This is an optimization exercise on Yosys and OpenROAD, whose aim is small area, not a production implementation.
Only simulation tests tie the RTL to the original design; equivalence was not proved.

## JK
==> flow/design.v (excerpt) <==
module polar_costas (
  input aclk,
  input aresetn,
  input signed [15:0] s_axis_i_tdata,
  input               s_axis_i_tvalid,
  output              s_axis_i_tready,
  input signed [15:0] s_axis_q_tdata,
  input               s_axis_q_tvalid,
  output              s_axis_q_tready,
  output signed [15:0] m_axis_i_sync_tdata,
  output               m_axis_i_sync_tvalid,
  input                m_axis_i_sync_tready,
  output signed [15:0] m_axis_q_sync_tdata,
  output               m_axis_q_sync_tvalid,
  input                m_axis_q_sync_tready
);
clock: 10.0 ns
lec_check: 0
abc_area: 1
cap_margin: 5
core_margin: 2
core_utilization: 55
slew_margin: 5
standard.sh (not shown) runs the stock make flow with config.mk's settings and CLKGATE_MAP_FILE= SYNTH_SCRIPT=/design/flow/synth_recipe.tcl, a recipe that flattens the netlist after the stock synthesis.
==> flow/flow/run.sh <==
#!/bin/bash
# Own flow: the standard ORFS layout (standard.sh) with these changes.
#  1. Synthesis runs synth_recipe.tcl with one more option on yosys synth,
#     -noabc, which drops the quick ABC pass inside synth's fine stage, so that
#     extract_fa sees the design's adder trees as written; and the final ABC
#     mapping uses flow/abc_area.script (area-oriented mapping with &nf)
#     in place of ORFS's abc_area.script. Everything else (-nofsm -noshare,
#     the ORFS synthesis script, dfflibmap, flattening and renaming) is
#     unchanged, so the registers are those of the standard synthesis.
#  2. Clock-tree synthesis uses larger sink clusters, no dummy loads and no
#     non-default routing rule on the clock nets.
#  3. Every input and output port still gets its buffer (buffer_ports), of the
#     smallest buffer cell; the resizer sizes it up where timing needs it.
set -euo pipefail
W=$PWD
sed 's/yosys synth -nofsm -noshare {\*}\$args/yosys synth -nofsm -noshare -noabc {*}$args/' synth_recipe.tcl > synth_own.tmp
grep -q -- '-noabc' synth_own.tmp
{
  head -n 1 synth_own.tmp
  cat <<EOF
proc abc {args} {
  set i [lsearch \$args -script]
  if {\$i >= 0} { lset args [expr {\$i + 1}] $W/flow/abc_area.script }
  yosys abc {*}\$args
}
EOF
  tail -n +2 synth_own.tmp
} > synth_own.tcl
sed "s#SYNTH_SCRIPT=[^ ]*#SYNTH_SCRIPT=$W/synth_own.tcl#" standard.sh > standard_own.sh
grep -q 'synth_own.tcl' standard_own.sh
export CTS_ARGS="-sink_clustering_enable -repair_clock_nets -dont_use_dummy_load -apply_ndr none -sink_clustering_size 36 -sink_clustering_max_diameter 60"
export BUFFER_PORTS_ARGS="-buffer_cell sky130_fd_sc_hd__buf_1"
bash standard_own.sh > standard.log 2>&1
==> flow/flow/abc_area.script <==
strash
&get -n
&fraig -x
&put
scorr
dc2
strash
&get -n
&dch -f
&nf -R 1000
&put
topo
stime -c
JK went all the way through the flow, and no timing, DRC or antenna check failed.
The inputs of MS differ from those of JK as listed below.
Settings: swapping 5 for 20 in SLEW_MARGIN; swapping 55 for 40 in CORE_UTILIZATION; swapping 5 for 20 in CAP_MARGIN.
diff --git a/flow/flow/run.sh b/flow/flow/run.sh
--- a/flow/flow/run.sh
+++ b/flow/flow/run.sh
@@ -29,5 +29,5 @@
 sed "s#SYNTH_SCRIPT=[^ ]*#SYNTH_SCRIPT=$W/synth_own.tcl#" standard.sh > standard_own.sh
 grep -q 'synth_own.tcl' standard_own.sh
-export CTS_ARGS="-sink_clustering_enable -repair_clock_nets -dont_use_dummy_load -apply_ndr none -sink_clustering_size 36 -sink_clustering_max_diameter 60"
+export CTS_ARGS="-sink_clustering_enable -repair_clock_nets -dont_use_dummy_load -apply_ndr none -sink_clustering_size 30 -sink_clustering_max_diameter 100"
 export BUFFER_PORTS_ARGS="-buffer_cell sky130_fd_sc_hd__buf_1"
 bash standard_own.sh > standard.log 2>&1
[summary]
MS finished end to end and its layout was clean on timing, DRC and antenna.
JK ran to completion and came out clean on the timing, design-rule and antenna checks.
Of JK and MS, the run reporting the lower met2 usage in global routing was MS.
Clock sink count of JK is on par with MS.
Start point of the critical path = cmpy.mix.im[31]$_DFF_P_: MS; start point of the critical path = cmpy.mix.im[0]$_DFF_P_: JK
MS vs JK — fmax dropped by a few percent
Going from JK to MS, share of post-route cells with drive strength above 1 went down; setup slack went down; first-iteration DRC count went down; total wire length after detailed routing went down.
Between JK and MS, the difference in insertion delay to the later sink of the worst-skew pair is negligible.
--- input diff MS..AL ---
==> flow/flow/run.sh <==
#!/bin/bash
# The standard layout, with clock-tree synthesis given larger sink clusters,
# no dummy loads and no non-default routing rule on the clock nets.
set -e
export CTS_ARGS="-sink_clustering_enable -repair_clock_nets -dont_use_dummy_load -apply_ndr none -sink_clustering_size 30 -sink_clustering_max_diameter 100"
bash standard.sh > standard.log 2>&1
removed: flow/flow/abc_area.script
--- outcome ---
Between AL and MS, the part of the cycle the worst path needs is lower for AL.
Delta (AL minus MS): worst setup slack picked up an extra 1.32 ns; fraction of area in registers -1.1 points; post-synthesis area per instance moved down.
The post-layout minimum cycle time reported for AL is smaller than that of MS by 1.32 ns.
In the flow results for AL and MS, the number of instances in the synthesized netlist is smaller on MS.
Changes observed in AL relative to MS: final routed wirelength across all metal layers went up about 4.6%, area after synthesis climbed 3500 sq um.
The following lists how TR was set up differently from AL:
Settings: CTS_CLUSTER_SIZE newly set to 30; CTS_CLUSTER_DIAMETER newly set to 100.
==> flow/run.sh (new file) <==
#!/bin/bash
# synth_recipe.tcl (not shown) runs the flow's synth.tcl, then flattens the netlist and writes it again
# the make line also repeats each setting of config.mk as NAME=value (left out here)
make -C /OpenROAD-flow-scripts/flow DESIGN_CONFIG=/design/flow/config.mk WORK_HOME=/design/flow/orfs CLKGATE_MAP_FILE= SYNTH_SCRIPT=/design/flow/synth_recipe.tcl finish
removed: flow/flow/run.sh
removed: flow/standard.sh
Results
TR finished every stage; the final checks, however, were not passed, the failures being DRC.
Against AL, TR comes in 0.21 points higher on global-route usage.
Diff AL..TR | clock slew seen by the registers of the worst setup and hold paths | negligible
In the metrics for TR and AL, the one carrying the lower DRC violation count after routing is AL.
[compare] base=AL new=TR: post-detailed-route wirelength per cell now smaller, detailed-routing iteration count for the pre-antenna-repair pass has increased, worst hold slack higher.
Compared to AL, TR shows a wider setup margin.

[what the ideal ports hide]
The results above use ideal ports. As a check the final layouts listed here were re-extracted and re-timed, cells and wires unchanged. Step 1 assumes that a clkbuf_16 drives the clock port and a buf_2 every other input. Step 2 moves the port delays by t, midway between the first and last clock arrival at a register: inputs arrive t later, outputs are due t later. That takes back most of the time a late clock gives input paths. Three values: no drivers, after step 1, after step 2; two values: the first two.
run | t (ns) | slack for setup (ns) | hold WS [ns] | slew at the worst register clock pin (ns)
JK | 0.832 | 1.242 / 1.242 / 1.242 | 0.269 / 0.269 / 0.269 | 0.12 / 0.12
MS | 0.851 | 0.934 / 0.934 / 0.934 | 0.298 / 0.298 / 0.298 | 0.11 / 0.11
AL | 0.797 | 2.258 / 2.258 / 2.258 | 0.285 / 0.285 / 0.285 | 0.12 / 0.12
TR | 0.858 | 2.270 / 2.270 / 2.270 | 0.300 / 0.300 / 0.300 | 0.12 / 0.12
